Context: an optimization exercise on an open-source flow, tuned for small area and a short achievable clock period. The choices shown serve that exercise and are no tape-out recipe.
Only simulation tests tie the RTL to the original design; equivalence was not proved.
No activity file was given, so power comes from the tool's default toggle rates.

[flow/flow/run.sh]
#!/bin/bash
# The standard layout (standard.sh: the standard flow's synthesis and ORFS flow) with these make settings:
# the port buffers are plain buffers (buf_2) instead of the delay buffer that buffer_ports
# picks by default. All output goes to standard.log in the work folder; ORFS also keeps its
# per-step logs under orfs/logs.
set -euo pipefail
bash standard.sh BUFFER_PORTS_ARGS="-buffer_cell sky130_fd_sc_hd__buf_2"  finish > standard.log 2>&1
[flow/standard.sh]
#!/bin/bash
# synth_recipe.tcl (not shown) runs the flow's synth.tcl, then flattens the netlist and writes it again
# the make line also repeats each setting of config.mk as NAME=value (left out here)
make -C /OpenROAD-flow-scripts/flow DESIGN_CONFIG=/design/flow/config.mk WORK_HOME=/design/flow/orfs CLKGATE_MAP_FILE= SYNTH_SCRIPT=/design/flow/synth_recipe.tcl "${@:-finish}"
[flow/config.mk]
export PLATFORM = sky130hd
export DESIGN_NAME = mac
export DESIGN_NICKNAME = mac
export VERILOG_FILES = /design/flow/design.v
export SDC_FILE = /design/flow/constraint.sdc
export NUM_CORES = 4
export LEC_CHECK = 0
export CAP_MARGIN = 20
export CORE_MARGIN = 2
export CORE_UTILIZATION = 70
export CTS_BUF_LIST = sky130_fd_sc_hd__clkbuf_8
export CTS_CLUSTER_SIZE = 30
export PLACE_DENSITY = 0.8
export SETUP_SLACK_MARGIN = 3.6
export SLEW_MARGIN = 20
[flow/constraint.sdc]
create_clock -name core_clock -period 6.0 [get_ports {clk}]
set_input_delay 1.2000 -clock core_clock [delete_from_list [all_inputs] [get_ports {clk}]]
set_output_delay 1.2000 -clock core_clock [all_outputs]
set_load 0.01 [all_outputs]
[flow/design.v]
`default_nettype wire
`timescale 1 ns / 1 ps
parameter STEP    = 10;
parameter DWIDTH  = 16;
parameter LWIDTH  = 16;
parameter WAVSIZE = 16;
parameter CORE    = 4;
parameter CORELOG = 2;
parameter NETSIZE = 10;
module mac
  ( input                       clk
  , input                       xrst
  , input                       out_en
  , input                       accum_we
  , input                       reset
  , input  signed [DWIDTH-1:0]  x
  , input  signed [DWIDTH-1:0]  w
  , output signed [DWIDTH-1:0]  y
  );
  reg v0, v1, v2;
  always @(posedge clk) begin
    v0 <= xrst;
    v1 <= xrst & v0;
    v2 <= xrst & v1;
  end
  reg [15:0] xr;
  always @(posedge clk) xr <= x;
  reg [7:0] neg, one, two;
  integer i;
  wire [16:0] we = {w, 1'b0};
  always @(posedge clk)
    for (i = 0; i < 8; i = i + 1) begin
      neg[i] <= we[2*i+2];
      one[i] <= we[2*i+1] ^ we[2*i];
      two[i] <= (we[2*i+2] & ~we[2*i+1] & ~we[2*i]) | (~we[2*i+2] & we[2*i+1] & we[2*i]);
    end
  wire [17:0] xe = {xr[15], xr, 1'b0};
  wire neg0 = neg[0];
  wire [16:0] pp0 = ({17{one[0]}} & xe[17:1] | {17{two[0]}} & xe[16:0]) ^ {17{neg[0]}};
  wire npp0 = ~pp0[16];
  wire neg1 = neg[1];
  wire [16:0] pp1 = ({17{one[1]}} & xe[17:1] | {17{two[1]}} & xe[16:0]) ^ {17{neg[1]}};
  wire npp1 = ~pp1[16];
  wire neg2 = neg[2];
  wire [16:0] pp2 = ({17{one[2]}} & xe[17:1] | {17{two[2]}} & xe[16:0]) ^ {17{neg[2]}};
  wire npp2 = ~pp2[16];
  wire neg3 = neg[3];
  wire [16:0] pp3 = ({17{one[3]}} & xe[17:1] | {17{two[3]}} & xe[16:0]) ^ {17{neg[3]}};
  wire npp3 = ~pp3[16];
  wire neg4 = neg[4];
  wire [16:0] pp4 = ({17{one[4]}} & xe[17:1] | {17{two[4]}} & xe[16:0]) ^ {17{neg[4]}};
  wire npp4 = ~pp4[16];
  wire neg5 = neg[5];
  wire [16:0] pp5 = ({17{one[5]}} & xe[17:1] | {17{two[5]}} & xe[16:0]) ^ {17{neg[5]}};
  wire npp5 = ~pp5[16];
  wire neg6 = neg[6];
  wire [16:0] pp6 = ({17{one[6]}} & xe[17:1] | {17{two[6]}} & xe[16:0]) ^ {17{neg[6]}};
  wire npp6 = ~pp6[16];
  wire neg7 = neg[7];
  wire [16:0] pp7 = ({17{one[7]}} & xe[17:1] | {17{two[7]}} & xe[16:0]) ^ {17{neg[7]}};
  wire npp7 = ~pp7[16];
  wire s1;
  wire c2;
  wire s3;
  wire c4;
  wire s5;
  wire c6;
  wire s7;
  wire c8;
  wire s9;
  wire c10;
  wire s11;
  wire c12;
  wire s13;
  wire c14;
  wire s15;
  wire c16;
  wire s17;
  wire c18;
  wire s19;
  wire c20;
  wire s21;
  wire c22;
  wire s23;
  wire c24;
  wire s25;
  wire c26;
  wire s27;
  wire c28;
  wire s29;
  wire c30;
  wire s31;
  wire c32;
  wire s33;
  wire c34;
  wire s35;
  wire c36;
  wire s37;
  wire c38;
  wire s39;
  wire c40;
  wire s41;
  wire c42;
  wire s43;
  wire c44;
  wire s45;
  wire c46;
  wire s47;
  wire c48;
  wire s49;
  wire c50;
  wire s51;
  wire c52;
  wire s53;
  wire c54;
  wire s55;
  wire c56;
  wire s57;
  wire c58;
  wire s59;
  wire c60;
  wire s61;
  wire c62;
  wire s63;
  wire c64;
  wire s65;
  wire c66;
  wire s67;
  wire c68;
  wire s69;
  wire c70;
  wire s71;
  wire c72;
  wire s73;
  wire c74;
  wire s75;
  wire c76;
  wire s77;
  wire c78;
  wire s79;
  wire c80;
  wire s81;
  wire c82;
  wire s83;
  wire c84;
  wire s85;
  wire c86;
  wire s87;
  wire c88;
  wire s89;
  wire c90;
  wire s91;
  wire c92;
  wire s93;
  wire c94;
  wire s95;
  wire c96;
  wire s97;
  wire c98;
  wire s99;
  wire c100;
  wire s101;
  wire c102;
  wire s103;
  wire c104;
  wire s105;
  wire c106;
  wire s107;
  wire c108;
  wire s109;
  wire c110;
  wire s111;
  wire c112;
  wire s113;
  wire c114;
  wire s115;
  wire c116;
  wire s117;
  wire c118;
  wire s119;
  wire c120;
  wire s121;
  wire c122;
  wire s123;
  wire c124;
  wire s125;
  wire c126;
  wire s127;
  wire c128;
  wire s129;
  wire c130;
  wire s131;
  wire c132;
  wire s133;
  wire c134;
  wire s135;
  wire c136;
  wire s137;
  wire c138;
  wire s139;
  wire c140;
  wire s141;
  wire c142;
  wire s143;
  wire c144;
  wire s145;
  wire c146;
  wire s147;
  wire c148;
  wire s149;
  wire c150;
  wire s151;
  wire c152;
  wire s153;
  wire c154;
  wire s155;
  wire c156;
  wire s157;
  wire c158;
  wire s159;
  wire c160;
  wire s161;
  wire c162;
  wire s163;
  wire c164;
  wire s165;
  wire c166;
  wire s167;
  wire c168;
  wire s169;
  wire c170;
  wire s171;
  wire c172;
  wire s173;
  wire c174;
  wire s175;
  wire c176;
  wire s177;
  wire c178;
  wire s179;
  wire c180;
  wire s181;
  wire c182;
  wire s183;
  wire c184;
  wire s185;
  wire c186;
  wire s187;
  wire c188;
  wire s189;
  wire c190;
  wire s191;
  wire c192;
  wire s193;
  wire c194;
  assign s1 = pp0[4] ^ pp1[2];  assign c2 = pp0[4] & pp1[2];
  assign s3 = pp0[5] ^ pp1[3];  assign c4 = pp0[5] & pp1[3];
  assign s5 = pp0[2] ^ pp1[0];  assign c6 = pp0[2] & pp1[0];
  assign s7 = pp0[3] ^ pp1[1];  assign c8 = pp0[3] & pp1[1];
  assign s9 = pp2[0] ^ neg2 ^ s1;  assign c10 = pp2[0] ^ neg2 ? s1 : pp2[0];
  assign s11 = pp2[1] ^ s3 ^ c2;  assign c12 = pp2[1] ^ s3 ? c2 : pp2[1];
  wire [5:0] lo_a = {s11, s9, s7, neg1, pp0[1], pp0[0]};
  wire [5:0] lo_b = {c10, c8, c6, s5, 1'b0, neg0};
  wire [6:0] lo_sum = lo_a + lo_b;
  wire lo_zero = &(~((lo_a ^ lo_b) ^ {lo_a[4:0] | lo_b[4:0], 1'b0}));
  assign s13 = pp0[6] ^ pp1[4];  assign c14 = pp0[6] & pp1[4];
  assign s15 = pp0[10] ^ pp1[8];  assign c16 = pp0[10] & pp1[8];
  assign s17 = pp0[11] ^ pp1[9];  assign c18 = pp0[11] & pp1[9];
  assign s19 = pp0[12] ^ pp1[10] ^ pp2[8];  assign c20 = pp0[12] ^ pp1[10] ? pp2[8] : pp0[12];
  assign s21 = pp3[6] ^ pp4[4];  assign c22 = pp3[6] & pp4[4];
  assign s23 = pp0[13] ^ pp1[11] ^ pp2[9];  assign c24 = pp0[13] ^ pp1[11] ? pp2[9] : pp0[13];
  assign s25 = pp3[7] ^ pp4[5];  assign c26 = pp3[7] & pp4[5];
  assign s27 = pp0[14] ^ pp1[12] ^ pp2[10];  assign c28 = pp0[14] ^ pp1[12] ? pp2[10] : pp0[14];
  assign s29 = pp3[8] ^ pp4[6] ^ pp5[4];  assign c30 = pp3[8] ^ pp4[6] ? pp5[4] : pp3[8];
  assign s31 = pp6[2] ^ pp7[0];  assign c32 = pp6[2] & pp7[0];
  assign s33 = pp0[15] ^ pp1[13] ^ pp2[11];  assign c34 = pp0[15] ^ pp1[13] ? pp2[11] : pp0[15];
  assign s35 = pp3[9] ^ pp4[7] ^ pp5[5];  assign c36 = pp3[9] ^ pp4[7] ? pp5[5] : pp3[9];
  assign s37 = pp6[3] ^ pp7[1];  assign c38 = pp6[3] & pp7[1];
  assign s39 = npp0 ^ pp1[14] ^ pp2[12];  assign c40 = npp0 ^ pp1[14] ? pp2[12] : npp0;
  assign s41 = pp3[10] ^ pp4[8] ^ pp5[6];  assign c42 = pp3[10] ^ pp4[8] ? pp5[6] : pp3[10];
  assign s43 = pp6[4] ^ pp7[2] ^ 1'b1;  assign c44 = pp6[4] ^ pp7[2] ? 1'b1 : pp6[4];
  assign s45 = pp1[15] ^ pp2[13] ^ pp3[11];  assign c46 = pp1[15] ^ pp2[13] ? pp3[11] : pp1[15];
  assign s47 = pp4[9] ^ pp5[7] ^ pp6[5];  assign c48 = pp4[9] ^ pp5[7] ? pp6[5] : pp4[9];
  assign s49 = pp7[3] ^ 1'b1;  assign c50 = pp7[3] & 1'b1;
  assign s51 = npp1 ^ pp2[14] ^ pp3[12];  assign c52 = npp1 ^ pp2[14] ? pp3[12] : npp1;
  assign s53 = pp4[10] ^ pp5[8] ^ pp6[6];  assign c54 = pp4[10] ^ pp5[8] ? pp6[6] : pp4[10];
  assign s55 = pp2[15] ^ pp3[13] ^ pp4[11];  assign c56 = pp2[15] ^ pp3[13] ? pp4[11] : pp2[15];
  assign s57 = pp5[9] ^ pp6[7];  assign c58 = pp5[9] & pp6[7];
  assign s59 = npp2 ^ pp3[14] ^ pp4[12];  assign c60 = npp2 ^ pp3[14] ? pp4[12] : npp2;
  assign s61 = pp3[15] ^ pp4[13];  assign c62 = pp3[15] & pp4[13];
  assign s63 = pp2[2] ^ pp3[0] ^ neg3;  assign c64 = pp2[2] ^ pp3[0] ? neg3 : pp2[2];
  assign s65 = pp0[7] ^ pp1[5] ^ pp2[3];  assign c66 = pp0[7] ^ pp1[5] ? pp2[3] : pp0[7];
  assign s67 = pp0[8] ^ pp1[6] ^ pp2[4];  assign c68 = pp0[8] ^ pp1[6] ? pp2[4] : pp0[8];
  assign s69 = pp3[2] ^ pp4[0];  assign c70 = pp3[2] & pp4[0];
  assign s71 = pp0[9] ^ pp1[7] ^ pp2[5];  assign c72 = pp0[9] ^ pp1[7] ? pp2[5] : pp0[9];
  assign s73 = pp3[3] ^ pp4[1];  assign c74 = pp3[3] & pp4[1];
  assign s75 = pp2[6] ^ pp3[4] ^ pp4[2];  assign c76 = pp2[6] ^ pp3[4] ? pp4[2] : pp2[6];
  assign s77 = pp5[0] ^ neg5 ^ s15;  assign c78 = pp5[0] ^ neg5 ? s15 : pp5[0];
  assign s79 = pp2[7] ^ pp3[5] ^ pp4[3];  assign c80 = pp2[7] ^ pp3[5] ? pp4[3] : pp2[7];
  assign s81 = pp5[1] ^ s17 ^ c16;  assign c82 = pp5[1] ^ s17 ? c16 : pp5[1];
  assign s83 = pp5[2] ^ pp6[0] ^ neg6;  assign c84 = pp5[2] ^ pp6[0] ? neg6 : pp5[2];
  assign s85 = s19 ^ s21 ^ c18;  assign c86 = s19 ^ s21 ? c18 : s19;
  assign s87 = pp5[3] ^ pp6[1] ^ s23;  assign c88 = pp5[3] ^ pp6[1] ? s23 : pp5[3];
  assign s89 = s25 ^ c20 ^ c22;  assign c90 = s25 ^ c20 ? c22 : s25;
  assign s91 = neg7 ^ s27 ^ s29;  assign c92 = neg7 ^ s27 ? s29 : neg7;
  assign s93 = s31 ^ c24 ^ c26;  assign c94 = s31 ^ c24 ? c26 : s31;
  assign s95 = s33 ^ s35 ^ s37;  assign c96 = s33 ^ s35 ? s37 : s33;
  assign s97 = c28 ^ c30 ^ c32;  assign c98 = c28 ^ c30 ? c32 : c28;
  assign s99 = s39 ^ s41 ^ s43;  assign c100 = s39 ^ s41 ? s43 : s39;
  assign s101 = c34 ^ c36 ^ c38;  assign c102 = c34 ^ c36 ? c38 : c34;
  assign s103 = s45 ^ s47 ^ s49;  assign c104 = s45 ^ s47 ? s49 : s45;
  assign s105 = c40 ^ c42 ^ c44;  assign c106 = c40 ^ c42 ? c44 : c40;
  assign s107 = pp7[4] ^ s51 ^ s53;  assign c108 = pp7[4] ^ s51 ? s53 : pp7[4];
  assign s109 = c46 ^ c48 ^ c50;  assign c110 = c46 ^ c48 ? c50 : c46;
  assign s111 = pp7[5] ^ 1'b1 ^ s55;  assign c112 = pp7[5] ^ 1'b1 ? s55 : pp7[5];
  assign s113 = s57 ^ c52 ^ c54;  assign c114 = s57 ^ c52 ? c54 : s57;
  assign s115 = pp5[10] ^ pp6[8] ^ pp7[6];  assign c116 = pp5[10] ^ pp6[8] ? pp7[6] : pp5[10];
  assign s117 = s59 ^ c56 ^ c58;  assign c118 = s59 ^ c56 ? c58 : s59;
  assign s119 = pp5[11] ^ pp6[9] ^ pp7[7];  assign c120 = pp5[11] ^ pp6[9] ? pp7[7] : pp5[11];
  assign s121 = 1'b1 ^ s61 ^ c60;  assign c122 = 1'b1 ^ s61 ? c60 : 1'b1;
  assign s123 = npp3 ^ pp4[14] ^ pp5[12];  assign c124 = npp3 ^ pp4[14] ? pp5[12] : npp3;
  assign s125 = pp6[10] ^ pp7[8] ^ c62;  assign c126 = pp6[10] ^ pp7[8] ? c62 : pp6[10];
  assign s127 = c4 ^ c12;  assign c128 = c4 & c12;
  assign s129 = pp3[1] ^ c14 ^ s65;  assign c130 = pp3[1] ^ c14 ? s65 : pp3[1];
  assign s131 = neg4 ^ s67 ^ s69;  assign c132 = neg4 ^ s67 ? s69 : neg4;
  assign s133 = s71 ^ s73 ^ c68;  assign c134 = s71 ^ s73 ? c68 : s71;
  assign s135 = s75 ^ s77 ^ c72;  assign c136 = s75 ^ s77 ? c72 : s75;
  assign s137 = s79 ^ s81 ^ c76;  assign c138 = s79 ^ s81 ? c76 : s79;
  assign s139 = s83 ^ s85 ^ c80;  assign c140 = s83 ^ s85 ? c80 : s83;
  assign s141 = s87 ^ s89 ^ c84;  assign c142 = s87 ^ s89 ? c84 : s87;
  assign s143 = s91 ^ s93 ^ c88;  assign c144 = s91 ^ s93 ? c88 : s91;
  assign s145 = s95 ^ s97 ^ c92;  assign c146 = s95 ^ s97 ? c92 : s95;
  assign s147 = s99 ^ s101 ^ c96;  assign c148 = s99 ^ s101 ? c96 : s99;
  assign s149 = s103 ^ s105 ^ c100;  assign c150 = s103 ^ s105 ? c100 : s103;
  assign s151 = s107 ^ s109 ^ c104;  assign c152 = s107 ^ s109 ? c104 : s107;
  assign s153 = s111 ^ s113 ^ c108;  assign c154 = s111 ^ s113 ? c108 : s111;
  assign s155 = s115 ^ s117 ^ c112;  assign c156 = s115 ^ s117 ? c112 : s115;
  assign s157 = s119 ^ s121 ^ c116;  assign c158 = s119 ^ s121 ? c116 : s119;
  assign s159 = s123 ^ s125 ^ c120;  assign c160 = s123 ^ s125 ? c120 : s123;
  reg lo_c, lo_z;
  reg t6_0;
  reg t6_1;
  reg t6_2;
  reg t7_0;
  reg t7_1;
  reg t7_2;
  reg t8_0;
  reg t8_1;
  reg t8_2;
  reg t9_0;
  reg t9_1;
  reg t9_2;
  reg t10_0;
  reg t10_1;
  reg t10_2;
  reg t11_0;
  reg t11_1;
  reg t11_2;
  reg t12_0;
  reg t12_1;
  reg t12_2;
  reg t13_0;
  reg t13_1;
  reg t13_2;
  reg t14_0;
  reg t14_1;
  reg t14_2;
  reg t15_0;
  reg t15_1;
  reg t15_2;
  reg t16_0;
  reg t16_1;
  reg t16_2;
  reg t17_0;
  reg t17_1;
  reg t17_2;
  reg t18_0;
  reg t18_1;
  reg t18_2;
  reg t19_0;
  reg t19_1;
  reg t19_2;
  reg t20_0;
  reg t20_1;
  reg t20_2;
  reg t21_0;
  reg t21_1;
  reg t21_2;
  reg t22_0;
  reg t22_1;
  reg t22_2;
  always @(posedge clk) begin
    lo_c <= lo_sum[6];
    lo_z <= lo_zero;
    t6_0 <= s13;
    t6_1 <= s63;
    t6_2 <= s127;
    t7_0 <= c64;
    t7_1 <= s129;
    t7_2 <= c128;
    t8_0 <= c66;
    t8_1 <= s131;
    t8_2 <= c130;
    t9_0 <= c70;
    t9_1 <= s133;
    t9_2 <= c132;
    t10_0 <= c74;
    t10_1 <= s135;
    t10_2 <= c134;
    t11_0 <= c78;
    t11_1 <= s137;
    t11_2 <= c136;
    t12_0 <= c82;
    t12_1 <= s139;
    t12_2 <= c138;
    t13_0 <= c86;
    t13_1 <= s141;
    t13_2 <= c140;
    t14_0 <= c90;
    t14_1 <= s143;
    t14_2 <= c142;
    t15_0 <= c94;
    t15_1 <= s145;
    t15_2 <= c144;
    t16_0 <= c98;
    t16_1 <= s147;
    t16_2 <= c146;
    t17_0 <= c102;
    t17_1 <= s149;
    t17_2 <= c148;
    t18_0 <= c106;
    t18_1 <= s151;
    t18_2 <= c150;
    t19_0 <= c110;
    t19_1 <= s153;
    t19_2 <= c152;
    t20_0 <= c114;
    t20_1 <= s155;
    t20_2 <= c154;
    t21_0 <= c118;
    t21_1 <= s157;
    t21_2 <= c156;
    t22_0 <= c122;
    t22_1 <= s159;
    t22_2 <= c158;
  end
  assign s161 = t6_0 ^ t6_1;  assign c162 = t6_0 & t6_1;
  assign s163 = t7_0 ^ t7_1 ^ t7_2;  assign c164 = t7_0 ^ t7_1 ? t7_2 : t7_0;
  assign s165 = t8_0 ^ t8_1 ^ t8_2;  assign c166 = t8_0 ^ t8_1 ? t8_2 : t8_0;
  assign s167 = t9_0 ^ t9_1 ^ t9_2;  assign c168 = t9_0 ^ t9_1 ? t9_2 : t9_0;
  assign s169 = t10_0 ^ t10_1 ^ t10_2;  assign c170 = t10_0 ^ t10_1 ? t10_2 : t10_0;
  assign s171 = t11_0 ^ t11_1 ^ t11_2;  assign c172 = t11_0 ^ t11_1 ? t11_2 : t11_0;
  assign s173 = t12_0 ^ t12_1 ^ t12_2;  assign c174 = t12_0 ^ t12_1 ? t12_2 : t12_0;
  assign s175 = t13_0 ^ t13_1 ^ t13_2;  assign c176 = t13_0 ^ t13_1 ? t13_2 : t13_0;
  assign s177 = t14_0 ^ t14_1 ^ t14_2;  assign c178 = t14_0 ^ t14_1 ? t14_2 : t14_0;
  assign s179 = t15_0 ^ t15_1 ^ t15_2;  assign c180 = t15_0 ^ t15_1 ? t15_2 : t15_0;
  assign s181 = t16_0 ^ t16_1 ^ t16_2;  assign c182 = t16_0 ^ t16_1 ? t16_2 : t16_0;
  assign s183 = t17_0 ^ t17_1 ^ t17_2;  assign c184 = t17_0 ^ t17_1 ? t17_2 : t17_0;
  assign s185 = t18_0 ^ t18_1 ^ t18_2;  assign c186 = t18_0 ^ t18_1 ? t18_2 : t18_0;
  assign s187 = t19_0 ^ t19_1 ^ t19_2;  assign c188 = t19_0 ^ t19_1 ? t19_2 : t19_0;
  assign s189 = t20_0 ^ t20_1 ^ t20_2;  assign c190 = t20_0 ^ t20_1 ? t20_2 : t20_0;
  assign s191 = t21_0 ^ t21_1 ^ t21_2;  assign c192 = t21_0 ^ t21_1 ? t21_2 : t21_0;
  assign s193 = t22_0 ^ t22_1 ^ t22_2;  assign c194 = t22_0 ^ t22_1 ? t22_2 : t22_0;
  wire [16:0] ha = {s193, s191, s189, s187, s185, s183, s181, s179, s177, s175, s173, s171, s169, s167, s165, s163, t6_2};
  wire [16:0] hb = {c192, c190, c188, c186, c184, c182, c180, c178, c176, c174, c172, c170, c168, c166, c164, c162, s161};
  wire [17:0] phs = {ha, 1'b1} + {hb, lo_c};
  wire [16:0] ph = phs[17:1];
  wire [14:0] p15 = ph[16:2];
  wire zz = lo_z & ~|ph[1:0];
  wire dec = p15[14] & zz;
  reg [14:0] phr;
  reg zr;
  always @(posedge clk) begin
    phr <= p15;
    zr <= zz;
  end
  wire decr = phr[14] & zr;
  wire [15:0] q16 = {phr[14], phr};
  wire [15:0] acc = {acch, accl};
  wire [15:0] ts = ~(acc ^ q16);
  wire [15:0] tc = {acc[14:0] | q16[14:0], ~decr};
  reg [11:0] acch;
  reg [3:0] accl;
  reg [2:0] acck;
  reg [15:0] yr;
  wire [4:0] sum0 = ts[3:0] + tc[3:0];
  wire [5:0] sumc1 = {ts[7:4], 1'b1} + {tc[7:4], acck[0]};
  wire [5:0] sumc2 = {ts[11:8], 1'b1} + {tc[11:8], acck[1]};
  wire [5:0] sumc3 = {ts[15:12], 1'b1} + {tc[15:12], acck[2]};
  always @(posedge clk)
    if (!xrst | reset) begin
      acch <= 0;
      accl <= 0;
      acck <= 0;
    end else if (accum_we & v2) begin
      accl <= sum0[3:0];
      acch <= {sumc3[4:1], sumc2[4:1], sumc1[4:1]};
      acck <= {sumc2[5], sumc1[5], sum0[4]};
    end
  wire [15:0] accy = {acch, accl} + {3'd0, acck[2], 3'd0, acck[1], 3'd0, acck[0], 4'd0};
  always @(posedge clk)
    if (!xrst)
      yr <= 0;
    else if (out_en)
      yr <= accy;
  assign y = yr;
endmodule
==> results of run 1 <==
-- worst reg2reg max path: cells and delay by family, from the launching register on --
kind	cells	cell delay, ps
AO/OA/AOI/OAI	7	1140
adder cells (fa/ha/maj)	2	630
flip-flops	1	330
XOR/XNOR	1	80
-- cell type report --
class	instances	area (sq um)
well taps	184	230
clock inverters	12	166
fillers	1071	3450
inverters	75	282
multi-input cells	804	6740
repair buffers	55	283
clock buffers	19	262
flip-flops and latches	147	3020
-- metal layers --
metal | global-route usage (%) | vias to the layer above
met5 | 0 | -
met4 | 11.2 | 0
met3 | 6.87 | 55
met2 | 47.3 | 271
met1 | 31.8 | 3471
li1 | - | 3698
-- report_power, final --
| group | total [mW] | switching, mW | internal (mW) |
|---|---|---|---|
| clock network | 0.836 | 0.369 | 0.467 |
| logic | 3.59 | 1.78 | 1.81 |
| registers | 1.50 | 0.227 | 1.27 |
| total | 5.92 | 2.37 | 3.55 |
-- cells by family (layout without fill, tap and decap cells) --
| kind of cell | after synthesis | in the layout |
|---|---|---|
| multiplexers | 12 | 12 |
| AND/OR/NAND/NOR | 122 | 122 |
| adder cells (fa/ha/maj) | 144 | 144 |
| flip-flops | 147 | 147 |
| XOR/XNOR | 309 | 309 |
| AO/OA/AOI/OAI | 217 | 217 |
| buffers and inverters | 144 | 161 |
-- worst paths after layout --
| path | end | slack [ps] | depth (start not counted) |
|---|---|---|---|
| max | phr[14] | 3690 | 10 |
| min | v2 | 440 | 1 |
| max reg2reg | phr[14] | 3690 | 10 |
| min reg2reg | v2 | 440 | 1 |
-- cell usage in the layout (no fill, tap or decap), types with 6 or more instances in the layout --
cell and count:
xnor2_1 254, dfxtp_1 109, a22oi_1 97, inv_1 79, ha_1 75, nand2_1 53
buf_2 52, xor2_1 51, maj3_1 49, a21oi_1 38, dfxtp_2 28, a21o_1 20
nor2_1 19, o21ai_0 19, clkbuf_8 19, nor2b_1 13, maj3_2 12, nand2b_1 11
dfxtp_4 10, nand3b_1 8, o211a_1 8, mux2i_1 8, o21ai_1 7, a22oi_2 7
nand3_1 6
-- flip-flops by register name, indices dropped and copies added (netlist names), 3 cells and up --
signal and cells:
acch 12, acck 3, accl 4, neg 8, one 8, phr 15
two 8, xr 16, yr 16
-- cells in the mapped netlist, types with 20 or more instances --
master    number
maj3_1        49
ha_1          78
xnor2_1      257
a21oi_1       41
clkbuf_1      22
a22oi_1       97
dfxtp_1      147
o21ai_0       26
inv_1         75
buf_2         28
nand2_1       53
a21o_1        20
xor2_1        51
-- timing repair --
item                                    in CTS  in global routing
pin swaps                                    1                 11
buffers inserted                             0                  3
hold buffers                                 0                  0
cloned                                       0                  0
endpoints found under the setup margin      19                 23
gates resized for setup                     25                 46
==> metrics.md, run 1 <==
| Metric | Value |
|---|---|
| Status | `complete, no violations` |
| WP buf/inv | `0` |
| Synth Area in Compound Gates | `14.8%` |
| Drc violations | `0` |
| Worst Skew | `14.4 ps` |
| Post-layout power | `5.92 mW` |
| WS Path Type | `reg -> reg` |
| Cells after DPL | `1262` |
| Detailed Routing Iterations Pass 1 | `5` |
| Clock Sink Count | `147` |
| Drt wl/cell | `15.9 um` |
| Crit path arrival time | `2660 ps` |
| Row cnt | `44` |
| Largest cells by area after synthesis | `dfxtp_1, xnor2_1, ha_1` |
| Hold slack | `442 ps` |
| Maximum vdd drop | `0.316 mV` |
| Worst-margin pin slew | `737 ps` |
| Final Util | `76.1%` |
| CORE AREA | `14400 sq um` |
| PwrDens | `539 nW/um^2` |
| CTS Root Buffer Type | `clkbuf_8` |
| Drt total wl | `20600 um` |
| Initial Utilization | `70.9%` |
| Worst path cell trace | `maj3_1 -> ha_4 -> a21o_1 -> a21o_1 -> a21oi_2 -> o21ai_1 -> a31oi_4 -> o21ai_1 -> a21oi_1 -> xnor2_1` |
| Syn Area/Cell | `9.34 sq um` |
| Worst hold path type | `reg -> reg` |
| Die Span Y | `125 um` |
| Share of layout cells above drive strength 1 | `14.4%` |
| CP endpoint kind | `flop` |
| Placed cell area | `10300 sq um` |
| Final nets | `1220` |
| Routed wl met2 | `10100 um` |
| PortBufs | `52` |
| Worst R2R Start | `t12_1` |
| Unique cell type count in the Yosys netlist | `41` |
| Main combinational cell family by area after synthesis | `XOR/XNOR gates` |
| Critical-path top delay cell | `maj3_1` |
| Clock Tree Buf Depth | `2` |
| Worst-path clk slew | `80 ps` |
| Fmax | `433 MHz` |
| CTS Buf Count | `17` |
| LEAKAGE | `4.45 nW` |
| Fraction of registers with async set/reset | `0%` |
| Final hold vios | `0` |
| Synth Area in Simple Gates | `5.68%` |
| First-pass GRT wire length | `34600 um` |
| TNS Setup | `0 ps` |
| Synth Area in XOR/XNOR | `26.5%` |
| Hold path start | `v1` |
| Max_cap viols | `0` |
| Gr usage total | `27.1%` |
| Syn Nets | `1215` |
| Highest routed layer | `met4` |
| Synthesized instance count | `1095` |
| Diodes inserted | `0` |
| Worst skew pair latency | `470 ps` |
| Initial DRC Count | `516` |
| Final Cell Area | `11000 sq um` |
| Number of enable flip-flop cells after synthesis | `0` |
| Io pins | `53` |
| Post-synthesis mux area share | `1.22%` |
| Pre-CTS setup slack | `3410 ps` |
| Final min period | `2310 ps` |
| Cell type with the largest total area after synthesis | `dfxtp_1` |
| Fin crit share | `38.5%` |
| Remaining global-route overflow | `0` |
| Layout area overhead | `7.34%` |
| Post-Layout Cell Count | `1296` |
| Post-synthesis cell area | `10200 sq um` |
| Worst endpoint required time | `6350 ps` |
| Met1 wire length | `8490 um` |
| Initial antenna violation count | `0` |
| Setup crit start | `t12_1` |
| Final setup margin | `3690 ps` |
| Drt via density | `5.78` |
| Max FO, Critical Path | `3` |
| Largest stage delay on the critical path | `400 ps` |
| Die W | `125 um` |
| DP HPWL | `14400 um` |
| Synth Warn # | `1` |
| CTS tree | `done` |
| Post-synthesis adder-cell area fraction | `16.6%` |
| Unrepaired setup endpoints after global routing | `yes` |
| Post-synth top area share | `28.8%` |
| CP top delay family | `compound AO/OA/AOI/OAI gates` |
| Startpoint Class | `flop` |
| H-tree Lvls | `4` |
| Relative slew slack | `50.8%` |
| Yosys reg bits | `147` |
| GPL Wtd Cong | `0.875` |
| Die Area | `15600 sq um` |
| Via count | `7495` |
| Number of global-route vias before repair | `7378` |
| Main synth FF type | `dfxtp_1` |
| Sequential element share of the synthesized area | `28.8%` |
| # setup viols final | `0` |
| Met3 WL | `1390 um` |
| Final slew viol count | `0` |
| Largest net degree at the start of global routing | `25` |
| DRT antenna net count | `0` |
==> run 2: changes to the inputs <==
--- a/flow/config.mk
+++ b/flow/config.mk
@@ -10,3 +10,3 @@
 export CORE_UTILIZATION = 70
-export CTS_BUF_LIST = sky130_fd_sc_hd__clkbuf_8
+export CTS_BUF_LIST = sky130_fd_sc_hd__clkbuf_4
 export CTS_CLUSTER_SIZE = 30
==> run 2 against run 1 <==
Total power shrank 3.2%. Sequential power is essentially flat. Synthesized area is the same. Worst setup slack lost 19 ps. Die area is the same. Still clean. Critical endpoint is now phr[11]. Core utilization shrank 0.82 points. Clock skew grew 10 ps. Count of clock-buffer cells in the layout grew 2.
==> metrics.md, run 2 <==
| Metric | Value |
|---|---|
| Final hold vios | `0 (unchanged)` |
| Worst-path clk slew | `120 ps (was 80 ps)` |
| Io pins | `53 (unchanged)` |
| Crit path arrival time | `2780 ps (was 2660 ps)` |
| # setup viols final | `0 (unchanged)` |
| CTS tree | `done (unchanged)` |
| CTS Buf Count | `17 (unchanged)` |
| Fin crit share | `38.8% (was 38.5%)` |
| Worst endpoint required time | `6450 ps (was 6350 ps)` |
| Remaining global-route overflow | `0 (unchanged)` |
| H-tree Lvls | `4 (unchanged)` |
| Worst hold path type | `reg -> reg (unchanged)` |
| Top cells by count, synth | `xnor2_1, dfxtp_1, a22oi_1 (unchanged)` |
| LEAKAGE | `4.40 nW (was 4.45 nW)` |
| Via count | `7465 (was 7495)` |
| Gr usage total | `26.4% (was 27.1%)` |
| Largest net degree at the start of global routing | `25 (unchanged)` |
| Clock Tree Buf Depth | `2 (unchanged)` |
| CP most frequent cell | `xnor2_1` |
| Syn Area/Cell | `9.34 sq um (unchanged)` |
| Die W | `125 um (unchanged)` |
| Syn Nets | `1215 (unchanged)` |
| First-pass GRT wire length | `33900 um (was 34600 um)` |
| Drt total wl | `19800 um (was 20600 um)` |
| Unrepaired setup endpoints after global routing | `yes (unchanged)` |
| Setup crit start | `t7_2 (was t12_1)` |
| Commonest non-fill, non-tap cell in the layout | `xnor2_1 (unchanged)` |
| WP buf/inv | `0 (unchanged)` |
| Commonest cells after routing, fill and taps aside | `xnor2_1, dfxtp_1, a22oi_1 (unchanged)` |
| Worst-margin pin slew | `729 ps (was 737 ps)` |
| Worst R2R Start | `t7_2 (was t12_1)` |
| Startpoint Class | `flop (unchanged)` |
| Synthesized instance count | `1095 (unchanged)` |
| Final slew viol count | `0 (unchanged)` |
| CP endpoint | `phr[11] (was phr[14])` |
| Sequential element share of the synthesized area | `28.8% (unchanged)` |
| Cell type with the largest total area after synthesis | `dfxtp_1 (unchanged)` |
| Final nets | `1220 (unchanged)` |
| Post-synth top area share | `28.8% (unchanged)` |
| Layout area overhead | `6.18% (was 7.34%)` |
| Initial antenna violation count | `1 (was 0)` |
| Clock Sink Count | `147 (unchanged)` |
| Die Span Y | `125 um (unchanged)` |
| Worst path cell trace | `xnor2_2 -> xnor2_1 -> ha_1 -> nor2b_1 -> o21ai_1 -> nand2b_1 -> a31oi_4 -> o21ai_4 -> a211o_1 -> a21oi_2 -> xnor2_1 (was maj3_1 -> ha_4 -> a21o_1 -> a21o_1 -> a21oi_2 -> o21ai_1 -> a31oi_4 -> o21ai_1 -> a21oi_1 -> xnor2_1)` |
| Number of enable flip-flop cells after synthesis | `0 (unchanged)` |
| CP top delay family | `compound AO/OA/AOI/OAI gates (unchanged)` |
| Stages on the worst setup path | `11 (was 10)` |
| PortBufs | `52 (unchanged)` |
| R2R depth | `11 (was 10)` |
| Fraction of registers with async set/reset | `0% (unchanged)` |
| FF-to-FF setup slack | `3670 ps (was 3690 ps)` |
| Post-layout power | `5.73 mW (was 5.92 mW)` |
| WS Path Type | `reg -> reg (unchanged)` |
| Final min period | `2330 ps (was 2310 ps)` |
| Post-synthesis cell area | `10200 sq um (unchanged)` |
| Unique cell type count in the Yosys netlist | `41 (unchanged)` |
| Drt wl/cell | `15.2 um (was 15.9 um)` |
| Detailed Routing Iterations Pass 1 | `8 (was 5)` |
| Yosys reg bits | `147 (unchanged)` |
| Main synth FF type | `dfxtp_1 (unchanged)` |
| Max FO, Critical Path | `3 (unchanged)` |
| DRT antenna net count | `0 (unchanged)` |
| DP HPWL | `14400 um (unchanged)` |
| Worst Skew | `24.6 ps (was 14.4 ps)` |
| Initial Utilization | `70.9% (unchanged)` |
| CORE AREA | `14400 sq um (unchanged)` |
| Row cnt | `44 (unchanged)` |
| CP endpoint kind | `flop (unchanged)` |
| Synth Warn # | `1 (unchanged)` |
| Number of global-route vias before repair | `7253 (was 7378)` |
| Die Area | `15600 sq um (unchanged)` |
| Fmax | `430 MHz (was 433 MHz)` |
| PwrDens | `528 nW/um^2 (was 539 nW/um^2)` |
| Worst reg2reg endpoint | `phr[11] (was phr[14])` |
| Status | `complete, no violations (unchanged)` |
| Top Registers | `xr (16), yr (16), phr (15) (unchanged)` |
| Largest stage delay on the critical path | `350 ps (was 400 ps)` |
| Max_cap viols | `0 (unchanged)` |
| Drc violations | `0 (unchanged)` |
| GPL Wtd Cong | `0.875 (unchanged)` |
| Most common cell in the netlist | `xnor2_1 (unchanged)` |
| CTS Root Buffer Type | `clkbuf_4 (was clkbuf_8)` |
| Share of layout cells above drive strength 1 | `14.6% (was 14.4%)` |
| TNS Setup | `0 ps (unchanged)` |
| Initial DRC Count | `485 (was 516)` |
| Maximum vdd drop | `0.240 mV (was 0.316 mV)` |
| Drt via density | `5.76 (was 5.78)` |
| Relative slew slack | `51.3% (was 50.8%)` |
| Worst skew pair latency | `540 ps (was 470 ps)` |
| Largest cells by area after synthesis | `dfxtp_1, xnor2_1, ha_1 (unchanged)` |
| Critical-path top delay cell | `dfxtp_2 (was maj3_1)` |
[run 2: how the worst min path moves through the flow]
| stage | slack (ps) | to | start | depth (start not counted) |
|---|---|---|---|---|
| after global routing | 480 | acch[6] | acch[6] | 2 |
| final | 450 | v2 | v1 | 1 |
| after global placement | 410 | v1 | v0 | 1 |
| after CTS | 460 | v1 | v0 | 1 |
| after detailed placement | 430 | v1 | v0 | 1 |
| after floorplan | 410 | v1 | v0 | 1 |
[run 2: layer usage]
metal | GRT usage, % | wire [um]
met4 | 10.8 | 561
met1 | 31.3 | 8180
met2 | 45.6 | 9730
met5 | 0 | 0
met3 | 6.66 | 1300
[run 2: area by class of cell]
cell class	count	area [sq um]
diodes	1	2.50
clock buffers	21	158
clock inverters	10	159
fillers	1109	3570
inverters	75	282
multi-input cells	804	6740
flip-flops and latches	147	3010
well taps	184	230
repair buffers	55	283
[run 2: logic make-up after synthesis]
| family | after synthesis | synth area share [%] |
|---|---|---|
| buffers and inverters | 144 | 6.36 |
| muxes | 12 | 1.22 |
| and+or+nand+nor | 122 | 5.68 |
| AOI/OAI and AO/OA | 217 | 14.8 |
| xor gates and xnor gates | 309 | 26.5 |
| adders and majority gates | 144 | 16.6 |
| DFF | 147 | 28.8 |
[run 2: through the flow]
step	std cells	hold slack, ps	util (%)	cell area (sq um)	setup slack (ps)
after floorplan	1095	406	-	10200	3650
after global placement	1262	411	71.7	10300	3450
after detailed placement	1262	433	71.7	10300	3410
after CTS	1293	459	74.3	10700	3590
after global routing	1297	483	75.3	10900	3560
final	1297	446	75.3	10900	3670
[run 2: power breakdown]
group,total [mW],internal (mW),switching (mW)
sequential,1.49,1.27,0.227
combinational,3.56,1.81,1.75
clock,0.680,0.345,0.335
[run 2: what timing repair did]
action | CTS | global route
buffers inserted | 0 | 3
setup endpoints to repair | 19 | 22
hold buffers | 0 | 0
resized for setup | 27 | 41
pin swaps | 1 | 7
==> run 3: changes to the inputs <==
--- a/flow/config.mk
+++ b/flow/config.mk
@@ -10,5 +10,5 @@
 export CORE_UTILIZATION = 70
-export CTS_BUF_LIST = sky130_fd_sc_hd__clkbuf_4
+export CTS_BUF_LIST = sky130_fd_sc_hd__clkbuf_8
 export CTS_CLUSTER_SIZE = 30
-export PLACE_DENSITY = 0.8
+export PLACE_DENSITY = 0.7
 export SETUP_SLACK_MARGIN = 3.6
==> run 3 against run 2 <==
Count of clock-buffer cells in the layout fell by 1. Worst setup slack improved by 32 ps. First-iteration DRC count fell by 4.5%. Worst hold slack got worse by 3.8 ps. Register-to-register slack improved by 30 ps. Highest routed layer unchanged. Total power fell by 0.65%. Synthesized cell count did not move. Critical path depth did not move. Non-clock buffer count rose by 1.
==> metrics.md, run 3 <==
| Metric | Value |
|---|---|
| Fmax | `436 MHz (was 430 MHz)` |
| LEAKAGE | `4.41 nW (was 4.40 nW)` |
| P_sw | `2.29 mW (was 2.31 mW)` |
| Maximum vdd drop | `0.205 mV (was 0.240 mV)` |
| Cell Int Power | `3.41 mW (was 3.42 mW)` |
| R2R depth | `11 (unchanged)` |
| Drt via density | `5.57 (was 5.76)` |
| Max FO, Critical Path | `3 (unchanged)` |
| CORE AREA | `14400 sq um (unchanged)` |
| Share of layout cells above drive strength 1 | `13.8% (was 14.6%)` |
| Gate power share | `60.9% (was 62.1%)` |
| Gr usage total | `25.3% (was 26.4%)` |
| Die W | `125 um (unchanged)` |
| FILL cells | `1076 (was 1109)` |
| Via count | `7236 (was 7465)` |
| Most common cell in the netlist | `xnor2_1 (unchanged)` |
| DP HPWL | `14000 um (was 14400 um)` |
| Initial DRC Count | `463 (was 485)` |
| Post-synthesis mux area share | `1.22% (unchanged)` |
| Sequential element share of the synthesized area | `28.8% (unchanged)` |
| TNS Setup | `0 ps (unchanged)` |
| Yosys reg bits | `147 (unchanged)` |
| CP endpoint kind | `flop (unchanged)` |
| Synth Area in Compound Gates | `14.8% (unchanged)` |
| Routed wl met2 | `9010 um (was 9730 um)` |
| GPL Wtd Cong | `0.874 (was 0.875)` |
| Final min period | `2300 ps (was 2330 ps)` |
| Worst endpoint required time | `6390 ps (was 6450 ps)` |
| Drt wl/cell | `14.5 um (was 15.2 um)` |
| PwrDens | `523 nW/um^2 (was 528 nW/um^2)` |
| Post-synth top area share | `28.8% (unchanged)` |
| Worst reg2reg endpoint | `phr[11] (unchanged)` |
| Top cells by count, synth | `xnor2_1, dfxtp_1, a22oi_1 (unchanged)` |
| PortBufs | `52 (unchanged)` |
| Drt total wl | `18800 um (was 19800 um)` |
| Syn Area/Cell | `9.34 sq um (unchanged)` |
| Count of hold-fix buffers inserted at cts | `0 (unchanged)` |
| Remaining global-route overflow | `0 (unchanged)` |
| Worst-margin pin slew | `769 ps (was 729 ps)` |
| Fraction of registers with async set/reset | `0% (unchanged)` |
| Drc violations | `0 (unchanged)` |
| Final Util | `75.5% (was 75.3%)` |
| Largest net degree at the start of global routing | `25 (unchanged)` |
| Commonest cells after routing, fill and taps aside | `xnor2_1, dfxtp_1, a22oi_1 (unchanged)` |
| Post-layout power | `5.70 mW (was 5.73 mW)` |
| Met3 WL | `1120 um (was 1300 um)` |
| H-tree Lvls | `4 (unchanged)` |
| Layout area overhead | `6.50% (was 6.18%)` |
| Max_cap viols | `0 (unchanged)` |
| Synthesized instance count | `1095 (unchanged)` |
| Sequential Power Share | `26.0% (was 26.1%)` |
| Post-synthesis adder-cell area fraction | `16.6% (unchanged)` |
| Syn Nets | `1215 (unchanged)` |
| Final Cell Area | `10900 sq um (about the same)` |
| CTS tree | `done (unchanged)` |
| Cell type with the largest total area after synthesis | `dfxtp_1 (unchanged)` |
| Commonest non-fill, non-tap cell in the layout | `xnor2_1 (unchanged)` |
| Clock Sink Count | `147 (unchanged)` |
| Die Span Y | `125 um (unchanged)` |
| Relative slew slack | `48.6% (was 51.3%)` |
| Worst skew pair latency | `460 ps (was 540 ps)` |
| Status | `complete, no violations (unchanged)` |
| Sw Ratio | `40.2% (was 40.3%)` |
| Main synth FF type | `dfxtp_1 (unchanged)` |
| Die Area | `15600 sq um (unchanged)` |
| CTS Buf Count | `17 (unchanged)` |
| DRT antenna net count | `0 (unchanged)` |
| Number of global-route vias before repair | `7041 (was 7253)` |
| Crit path arrival time | `2690 ps (was 2780 ps)` |
| Number of enable flip-flop cells after synthesis | `0 (unchanged)` |
| Initial Utilization | `70.9% (unchanged)` |
| Setup crit start | `t7_1 (was t7_2)` |
| WS Path Type | `reg -> reg (unchanged)` |
| Unique cell type count in the Yosys netlist | `41 (unchanged)` |
| Synth Area in XOR/XNOR | `26.5% (unchanged)` |
| First-pass GRT wire length | `32600 um (was 33900 um)` |
| Main combinational cell family by area after synthesis | `XOR/XNOR gates (unchanged)` |
| Final hold vios | `0 (unchanged)` |
| # setup viols final | `0 (unchanged)` |
| Synth Area in Simple Gates | `5.68% (unchanged)` |
| Synth Warn # | `1 (unchanged)` |
| Worst hold path stage count | `1 (unchanged)` |
| Unrepaired setup endpoints after global routing | `yes (unchanged)` |
| Fin crit share | `38.3% (was 38.8%)` |
| Clock Tree Buf Depth | `2 (unchanged)` |
| Worst Skew | `10.4 ps (was 24.6 ps)` |
| CP endpoint | `phr[11] (unchanged)` |
| Worst R2R Start | `t7_1 (was t7_2)` |
| Hold path start | `v0 (was v1)` |
| Clock power share | `13.0% (was 11.9%)` |
| Startpoint Class | `flop (unchanged)` |
| Post-synthesis cell area | `10200 sq um (unchanged)` |
| Io pins | `53 (unchanged)` |
| Diodes inserted | `0 (was 1)` |
| FF-to-FF setup slack | `3700 ps (was 3670 ps)` |
| Top Registers | `xr (16), yr (16), phr (15) (unchanged)` |
| Final slew viol count | `0 (unchanged)` |
| Row cnt | `44 (unchanged)` |
| Largest cells by area after synthesis | `dfxtp_1, xnor2_1, ha_1 (unchanged)` |
| CTS Root Buffer Type | `clkbuf_8 (was clkbuf_4)` |
| Worst hold path type | `reg -> reg (unchanged)` |
| Highest routed layer | `met4 (unchanged)` |
| Placed cell area | `10400 sq um (was 10300 sq um)` |
| Detailed Routing Iterations Pass 1 | `6 (was 8)` |
| Initial antenna violation count | `0 (was 1)` |
| Final nets | `1221 (was 1220)` |
| Worst-path clk slew | `80 ps (was 120 ps)` |
| Met1 wire length | `8320 um (was 8180 um)` |
[run 3: logic make-up (layout without fill, tap and decap cells)]
group	Yosys count	after routing
xor gates and xnor gates	309	309
AOI/OAI and AO/OA	217	217
buffers and inverters	144	163
adders and majority gates	144	144
muxes	12	12
and+or+nand+nor	122	122
DFF	147	147
[run 3: repair_timing]
item | in CTS | in global routing
buffers inserted | 1 | 2
endpoints found under the hold margin | 0 | 0
setup endpoints to repair | 16 | 23
pin swaps | 1 | 8
cloned | 0 | 0
gates resized for setup | 20 | 34
[run 3: worst min-delay path by stage]
stage               endpoint
finish                    v1
global route              v1
CTS                       v1
detailed placement        v2
global placement          v1
floorplan                 v1
[run 3: routing by layer]
layer / up-vias / GRT usage (%)
met3: 39 / 4.77
met5: - / 0
met2: 210 / 42.7
li1: 3710 / -
met1: 3277 / 31.4
met4: 0 / 11.4
[run 3: worst max-delay path: stages, from the launching register on]
cell,delay (ps)
dfxtp_2,340
xnor2_2,130
xnor2_1,130
ha_1,340
nor2b_1,150
o21ai_1,120
nand2b_1,130
a31oi_4,240
o21ai_4,90
a211o_1,310
a21oi_2,140
xnor2_1,120
[run 3: final cells by class]
| class | instances | area, sq um | area share, % |
|---|---|---|---|
| Sequential cell | 147 | 2990 | 27.5 |
| Timing Repair Buffer | 56 | 290 | 2.67 |
| Tap cell | 184 | 230 | 2.11 |
| Clock inverter | 12 | 106 | 0.977 |
| Inverter | 75 | 282 | 2.59 |
| Multi-Input combinational cell | 804 | 6710 | 61.6 |
| Clock buffer | 20 | 275 | 2.53 |
[run 3: through the flow]
stage          setup slack [ps]  hold slack (ps)  std cells
2_1_floorplan              3650              406       1095
3_3_place_gp               3480              408       1263
3_5_place_dp               3430              420       1263
4_1_cts                    3590              445       1296
5_1_grt                    3580              451       1298
6_report                   3700              442       1298
[run 3: power groups by stage]
stage | clock network, mW | registers (mW) | logic (mW)
floorplan | 0 | 1.39 | 2.85
global placement | 0 | 1.49 | 3.15
detailed placement | 0 | 1.50 | 3.21
CTS | 0.759 | 1.48 | 3.33
global route | 0.802 | 1.52 | 3.90
finish | 0.741 | 1.48 | 3.47
==> run 4: changes to the inputs <==
--- a/flow/config.mk
+++ b/flow/config.mk
@@ -12,3 +12,2 @@
 export CTS_CLUSTER_SIZE = 30
-export PLACE_DENSITY = 0.7
 export SETUP_SLACK_MARGIN = 3.6
==> run 4 against run 3 <==
Via count unchanged. Synthesized area unchanged. Core utilization stayed put. Die area is the same.
==> metrics.md, run 4 <==
| Metric | Value |
|---|---|
| Worst-margin pin slew | `769 ps (unchanged)` |
| Largest net degree at the start of global routing | `25 (unchanged)` |
| Worst endpoint required time | `6390 ps (about the same)` |
| Worst skew pair latency | `460 ps (about the same)` |
| LEAKAGE | `4.41 nW (unchanged)` |
| Die Area | `15600 sq um (unchanged)` |
| Initial Utilization | `70.9% (unchanged)` |
| Syn Area/Cell | `9.34 sq um (unchanged)` |
| Syn Nets | `1215 (unchanged)` |
| Row cnt | `44 (unchanged)` |
| Top cells by count, synth | `xnor2_1, dfxtp_1, a22oi_1 (unchanged)` |
| Fraction of registers with async set/reset | `0% (unchanged)` |
| Critical-path top delay cell | `dfxtp_2 (unchanged)` |
| FILL cells | `1076 (unchanged)` |
| Yosys reg bits | `147 (unchanged)` |
| DRT antenna net count | `0 (unchanged)` |
| Post-synth top area share | `28.8% (unchanged)` |
| Number of global-route vias before repair | `7041 (unchanged)` |
| PwrDens | `523 nW/um^2 (unchanged)` |
| Die Span Y | `125 um (unchanged)` |
| Initial DRC Count | `463 (unchanged)` |
| Synthesized instance count | `1095 (unchanged)` |
| Fin crit share | `38.3% (unchanged)` |
| Clock Sink Count | `147 (unchanged)` |
| Final nets | `1221 (unchanged)` |
| Worst-path clk slew | `80 ps (about the same)` |
| Final min period | `2300 ps (unchanged)` |
| TNS Setup | `0 ps (unchanged)` |
| GPL Wtd Cong | `0.874 (unchanged)` |
| Drt total wl | `18800 um (unchanged)` |
| Initial antenna violation count | `0 (unchanged)` |
| Main synth FF type | `dfxtp_1 (unchanged)` |
| Max FO, Critical Path | `3 (unchanged)` |
| Diodes inserted | `0 (unchanged)` |
| Sequential element share of the synthesized area | `28.8% (unchanged)` |
| Worst Skew | `10.4 ps (unchanged)` |
| Unrepaired setup endpoints after global routing | `yes (unchanged)` |
| Final setup margin | `3700 ps (unchanged)` |
| Top Registers | `xr (16), yr (16), phr (15) (unchanged)` |
| Io pins | `53 (unchanged)` |
| Drc violations | `0 (unchanged)` |
| Gr usage total | `25.3% (unchanged)` |
| Die W | `125 um (unchanged)` |
| Final slew viol count | `0 (unchanged)` |
| Startpoint Class | `flop (unchanged)` |
| Relative slew slack | `48.6% (unchanged)` |
| Synth Warn # | `1 (unchanged)` |
| Seq. cell area | `2990 sq um (unchanged)` |
| Commonest non-fill, non-tap cell in the layout | `xnor2_1 (unchanged)` |
| Remaining global-route overflow | `0 (unchanged)` |
| DP HPWL | `14000 um (unchanged)` |
| Count of hold-fix buffers inserted at cts | `0 (unchanged)` |
| Multi-input gate area | `6710 sq um (unchanged)` |
| CP endpoint kind | `flop (unchanged)` |
| Pre-CTS setup slack | `3430 ps (unchanged)` |
| Largest cells by area after synthesis | `dfxtp_1, xnor2_1, ha_1 (unchanged)` |
| H-tree Lvls | `4 (unchanged)` |
| CORE AREA | `14400 sq um (unchanged)` |
| WS Path Type | `reg -> reg (unchanged)` |
| PortBufs | `52 (unchanged)` |
| Post-synthesis cell area | `10200 sq um (unchanged)` |
| CP most frequent cell | `xnor2_1 (unchanged)` |
| CTS Buf Count | `17 (unchanged)` |
| First-pass GRT wire length | `32600 um (unchanged)` |
| # setup viols final | `0 (unchanged)` |
| Number of enable flip-flop cells after synthesis | `0 (unchanged)` |
| Cell type with the largest total area after synthesis | `dfxtp_1 (unchanged)` |
| Maximum vdd drop | `0.205 mV (unchanged)` |
| Share of layout cells above drive strength 1 | `13.8% (unchanged)` |
| Status | `complete, no violations (unchanged)` |
| Worst hold path type | `reg -> reg (unchanged)` |
| Unique cell type count in the Yosys netlist | `41 (unchanged)` |
| Final hold vios | `0 (unchanged)` |
| Commonest cells after routing, fill and taps aside | `xnor2_1, dfxtp_1, a22oi_1 (unchanged)` |
| Drt wl/cell | `14.5 um (unchanged)` |
| Fmax | `436 MHz (unchanged)` |
| Detailed Routing Iterations Pass 1 | `6 (unchanged)` |
| Most common cell in the netlist | `xnor2_1 (unchanged)` |
| Max_cap viols | `0 (unchanged)` |
| CTS Root Buffer Type | `clkbuf_8 (unchanged)` |
| Layout area overhead | `6.50% (unchanged)` |
| Clock Tree Buf Depth | `2 (unchanged)` |
| Drt via density | `5.57 (unchanged)` |
| Largest stage delay on the critical path | `340 ps (about the same)` |
| Via count | `7236 (unchanged)` |
| Worst path cell trace | `xnor2_2 -> xnor2_1 -> ha_1 -> nor2b_1 -> o21ai_1 -> nand2b_1 -> a31oi_4 -> o21ai_4 -> a211o_1 -> a21oi_2 -> xnor2_1 (unchanged)` |
| Crit path arrival time | `2690 ps (about the same)` |
| CTS tree | `done (unchanged)` |
run 4: cell counts after synthesis:
Identical to the previous run, type by type.
run 4: cell families after synthesis:
| kind of cell | share of synthesized area (%) |
|---|---|
| buffers and inverters | 6.36 |
| adder cells (fa/ha/maj) | 16.6 |
| XOR/XNOR | 26.5 |
| AO/OA/AOI/OAI | 14.8 |
| AND/OR/NAND/NOR | 5.68 |
| flip-flops | 28.8 |
| multiplexers | 1.22 |
run 4: worst max-delay path, delay by kind of cell (launching register included):
kind,cells,cell delay [ps]
AO/OA/AOI/OAI,5,900
flip-flops,1,340
XOR/XNOR,3,380
AND/OR/NAND/NOR,2,280
adder cells (fa/ha/maj),1,340
run 4: stage by stage:
step                util (%)  std cells  power, mW  hold WS (ps)  area, sq um
floorplan                  -       1095       4.24           406        10200
global placement        71.8       1263       4.64           408        10400
detailed placement      71.8       1263       4.72           420        10400
CTS                     74.8       1296       5.57           445        10800
global route            75.5       1298       6.22           451        10900
finish                  75.5       1298       5.70           442        10900
run 4: routing by layer:
metal / share of wire (%) / track usage [%] / routed length [um] / up-vias
li1: - / - / - / 3710
met3: 5.9 / 4.77 / 1120 / 39
met5: 0 / 0 / 0 / -
met4: 2.0 / 11.4 / 378 / 0
met1: 44 / 31.4 / 8320 / 3277
met2: 48 / 42.7 / 9010 / 210
run 4: what timing repair did:
item,4_1_cts,5_1_grt
gates resized for setup,20,34
hold endpoints to repair,0,0
buffers inserted,1,2
gates cloned,0,0
setup endpoints to repair,16,23
pin swaps,1,8
run 4: worst paths after layout:
path | from | endpoint | slack [ps] | cells past startpoint
worst max-delay path | t7_1 | phr[11] | 3700 | 11
worst min-delay path | v0 | v1 | 440 | 1
worst max register to register | t7_1 | phr[11] | 3700 | 11
worst min register to register | v0 | v1 | 440 | 1
run 4: cell type report:
| type | count | area share [%] |
|---|---|---|
| inverter | 75 | 2.59 |
| timing repair buffer | 56 | 2.67 |
| sequential | 147 | 27.5 |
| clock buffer | 20 | 2.53 |
| clock inverter | 12 | 0.977 |
| multi-input combinational | 804 | 61.6 |
| tap | 184 | 2.11 |
run 4: where the power goes:
part           total (mW)  switching, mW  internal [mW]
clock network       0.741          0.381          0.360
logic                3.47           1.69           1.78
registers            1.48          0.216           1.27
==> run 5: changes to the inputs <==
--- a/flow/config.mk
+++ b/flow/config.mk
@@ -12,3 +12,3 @@
 export CTS_CLUSTER_SIZE = 30
-export SETUP_SLACK_MARGIN = 3.6
+export SETUP_SLACK_MARGIN = 3.55
 export SLEW_MARGIN = 20
==> run 5 against run 4 <==
Clock skew increased by 4.5 ps. Maximum frequency decreased by 1.3%. Die area unchanged. Still clean on timing, DRC and antenna. First-iteration DRC count decreased by 0.65%. Sequential power about the same. Critical path type unchanged. Synthesized area unchanged. Worst setup slack got worse by 30 ps. Largest power group unchanged. Sequential share of layout area about the same. Wire length increased by 1.2%. Non-clock buffer count decreased by 3.
==> metrics.md, run 5 <==
| Metric | Value |
|---|---|
| Clock Sink Count | `147 (unchanged)` |
| Final slew viol count | `0 (unchanged)` |
| Die Span Y | `125 um (unchanged)` |
| Largest cells by area after synthesis | `dfxtp_1, xnor2_1, ha_1 (unchanged)` |
| Synth Area in Compound Gates | `14.8% (unchanged)` |
| Post-synthesis adder-cell area fraction | `16.6% (unchanged)` |
| Top Registers | `xr (16), yr (16), phr (15) (unchanged)` |
| Commonest non-fill, non-tap cell in the layout | `xnor2_1 (unchanged)` |
| Top cells by count, synth | `xnor2_1, dfxtp_1, a22oi_1 (unchanged)` |
| Die W | `125 um (unchanged)` |
| CP endpoint kind | `flop (unchanged)` |
| PwrDens | `522 nW/um^2 (was 523 nW/um^2)` |
| FILL cells | `1115 (was 1076)` |
| Final Cell Area | `10900 sq um (about the same)` |
| Synth Area in Simple Gates | `5.68% (unchanged)` |
| Final hold vios | `0 (unchanged)` |
| Max FO, Critical Path | `5 (was 3)` |
| Fraction of registers with async set/reset | `0% (unchanged)` |
| Commonest cells after routing, fill and taps aside | `xnor2_1, dfxtp_1, a22oi_1 (unchanged)` |
| Most common cell in the netlist | `xnor2_1 (unchanged)` |
| Number of global-route vias before repair | `6998 (was 7041)` |
| CORE AREA | `14400 sq um (unchanged)` |
| Post-synthesis mux area share | `1.22% (unchanged)` |
| Worst Skew | `14.9 ps (was 10.4 ps)` |
| Synthesized instance count | `1095 (unchanged)` |
| Clock Tree Buf Depth | `2 (unchanged)` |
| Number of enable flip-flop cells after synthesis | `0 (unchanged)` |
| Largest net degree at the start of global routing | `25 (unchanged)` |
| Syn Nets | `1215 (unchanged)` |
| Fin crit share | `38.8% (was 38.3%)` |
| Drt wl/cell | `14.7 um (was 14.5 um)` |
| Placed cell area | `10300 sq um (was 10400 sq um)` |
| Unrepaired setup endpoints after global routing | `yes (unchanged)` |
| Final min period | `2330 ps (was 2300 ps)` |
| Maximum vdd drop | `0.217 mV (was 0.205 mV)` |
| Diodes inserted | `0 (unchanged)` |
| Drt via density | `5.62 (was 5.57)` |
| PortBufs | `52 (unchanged)` |
| Initial antenna violation count | `0 (unchanged)` |
| Worst R2R Start | `t12_1 (was t7_1)` |
| Worst skew pair latency | `460 ps (about the same)` |
| Main synth FF type | `dfxtp_1 (unchanged)` |
| FF-to-FF setup slack | `3670 ps (was 3700 ps)` |
| Synth Area in XOR/XNOR | `26.5% (unchanged)` |
| Drc violations | `0 (unchanged)` |
| H-tree Lvls | `4 (unchanged)` |
| Status | `complete, no violations (unchanged)` |
| Hold path start | `v0 (unchanged)` |
| Yosys reg bits | `147 (unchanged)` |
| Die Area | `15600 sq um (unchanged)` |
| Drt total wl | `19000 um (was 18800 um)` |
| Via count | `7270 (was 7236)` |
| Row cnt | `44 (unchanged)` |
| DP HPWL | `14200 um (was 14000 um)` |
| Synth Warn # | `1 (unchanged)` |
| CTS tree | `done (unchanged)` |
| Highest routed layer | `met4 (unchanged)` |
| Post-synth top area share | `28.8% (unchanged)` |
| Count of hold-fix buffers inserted at cts | `0 (unchanged)` |
| Main combinational cell family by area after synthesis | `XOR/XNOR gates (unchanged)` |
| Io pins | `53 (unchanged)` |
| Sequential element share of the synthesized area | `28.8% (unchanged)` |
| Post-synthesis cell area | `10200 sq um (unchanged)` |
| Startpoint Class | `flop (unchanged)` |
| Worst-path clk slew | `80 ps (about the same)` |
| Max_cap viols | `0 (unchanged)` |
| Remaining global-route overflow | `0 (unchanged)` |
| Routed wl met2 | `9440 um (was 9010 um)` |
| Layout area overhead | `6.14% (was 6.50%)` |
| GPL Wtd Cong | `0.880 (was 0.874)` |
| CTS Buf Count | `17 (unchanged)` |
| First-pass GRT wire length | `32300 um (was 32600 um)` |
| Final Util | `75.3% (was 75.5%)` |
| Relative slew slack | `49.6% (was 48.6%)` |
| Met1 wire length | `8290 um (was 8320 um)` |
| WS Path Type | `reg -> reg (unchanged)` |
| Worst reg2reg endpoint | `phr[14] (was phr[11])` |
| Worst hold path type | `reg -> reg (unchanged)` |
| Hold EP | `v1 (unchanged)` |
| Cell type with the largest total area after synthesis | `dfxtp_1 (unchanged)` |
| Initial DRC Count | `460 (was 463)` |
| R2R depth | `10 (was 11)` |
| LEAKAGE | `4.41 nW (about the same)` |
| Worst endpoint required time | `6390 ps (about the same)` |
| # setup viols final | `0 (unchanged)` |
| Unique cell type count in the Yosys netlist | `41 (unchanged)` |
| Share of layout cells above drive strength 1 | `13.3% (was 13.8%)` |
| Worst-margin pin slew | `754 ps (was 769 ps)` |
| Worst hold path stage count | `1 (unchanged)` |
| Syn Area/Cell | `9.34 sq um (unchanged)` |
| Initial Utilization | `70.9% (unchanged)` |
| Gr usage total | `25.3% (about the same)` |
| Fmax | `430 MHz (was 436 MHz)` |
| Final nets | `1218 (was 1221)` |
| Met3 WL | `994 um (was 1120 um)` |
| DRT antenna net count | `0 (unchanged)` |
| TNS Setup | `0 ps (unchanged)` |
| CTS Root Buffer Type | `clkbuf_8 (unchanged)` |
| Crit path arrival time | `2710 ps (was 2690 ps)` |
| Detailed Routing Iterations Pass 1 | `5 (was 6)` |
==> run 5: cell counts after synthesis <==
Identical to the previous run, type by type.
==> run 5: how the worst max path moves through the flow <==
stage | from | end | slack, ps | cells past startpoint
6_report | t12_1 | phr[14] | 3670 | 10
5_1_grt | xr[2] | lo_c | 3520 | 10
4_1_cts | xr[1] | lo_c | 3550 | 10
3_5_place_dp | neg[0] | t17_1 | 3400 | 7
3_3_place_gp | t6_0 | phr[14] | 3450 | 10
2_1_floorplan | out_en | yr[11] | 3590 | 5
==> run 5: what timing repair did <==
item,CTS,global route
cloned,0,0
setup buffers,0,1
setup endpoints to repair,15,22
pin swaps,1,2
gates resized for setup,14,28
==> run 5: power by group <==
group	internal [mW]	total, mW	leakage (nW)	switching [mW]
Sequential	1.27	1.48	1.23	0.216
Clock	0.432	0.809	0.212	0.377
Combinational	1.72	3.37	2.97	1.66
==> run 5: logic make-up after synthesis <==
logic type / after synthesis
flip-flops: 147
buffers and inverters: 144
AND/OR/NAND/NOR: 122
XOR/XNOR: 309
adder cells (fa/ha/maj): 144
AO/OA/AOI/OAI: 217
multiplexers: 12
==> run 5: final cells by class <==
type	count	area [sq um]	area share [%]
inverter	75	282	2.59
clock buffer	19	262	2.41
clock inverter	12	153	1.41
multi-input combinational	804	6680	61.5
tap	184	230	2.12
sequential	147	2980	27.5
timing repair buffer	53	268	2.47
==> run 5: critical path, cell delays in order (launching register included) <==
cell     delay [ps]
dfxtp_1         330
maj3_1          360
ha_2            330
a21o_1          180
a21o_1          170
a21oi_1         180
o21ai_1         110
a31oi_4         200
o21ai_0         100
a21oi_1         180
xnor2_1         130
==> run 5: metal layers <==
metal,track usage [%],vias to the layer above
li1,-,3706
met4,11.6,0
met3,5.20,27
met1,29.7,3334
met2,44.3,203
met5,0,-
==> run 5: stage by stage <==
step / hold slack, ps / setup slack, ps / power [mW] / cells
6_report: 428 / 3670 / 5.66 / 1294
5_1_grt: 469 / 3520 / 6.16 / 1294
4_1_cts: 433 / 3550 / 5.61 / 1293
3_5_place_dp: 414 / 3400 / 4.73 / 1262
3_3_place_gp: 409 / 3450 / 4.64 / 1262
2_1_floorplan: 406 / 3590 / 4.24 / 1095

what the ideal ports hide:
The results above use ideal ports. As a check the final layouts listed here were re-extracted and re-timed, cells and wires unchanged.
Step 1 (the two cells are an assumption about what drives the block):
set clk [get_ports {clk}]
set_driving_cell -lib_cell sky130_fd_sc_hd__clkbuf_16 $clk
set_driving_cell -lib_cell sky130_fd_sc_hd__buf_2 [delete_from_list [all_inputs] $clk]
Step 2 times the ports against the registers' clock, not the clock port: input delays grow and output delays shrink by t, the midpoint of the rising clock arrivals with the driver on.
a / b / c = ideal ports / drivers / drivers and shift; a / b = the first two.
| run | shift t [ns] | setup WS [ns] | clock arrival spread, ns | cell pins on the clock port's net |
|---|---|---|---|---|
| run 1 | 0.500 | 3.691 / 3.691 / 3.518 | 0.015 / 0.014 | 1 |
| run 2 | 0.564 | 3.672 / 3.672 / 3.551 | 0.025 / 0.025 | 1 |
| run 3 | 0.488 | 3.705 / 3.705 / 3.509 | 0.011 / 0.010 | 1 |
| run 4 | 0.488 | 3.705 / 3.705 / 3.509 | 0.011 / 0.010 | 1 |
| run 5 | 0.486 | 3.675 / 3.675 / 3.539 | 0.015 / 0.016 | 1 |
After both steps every run listed still meets setup and hold.
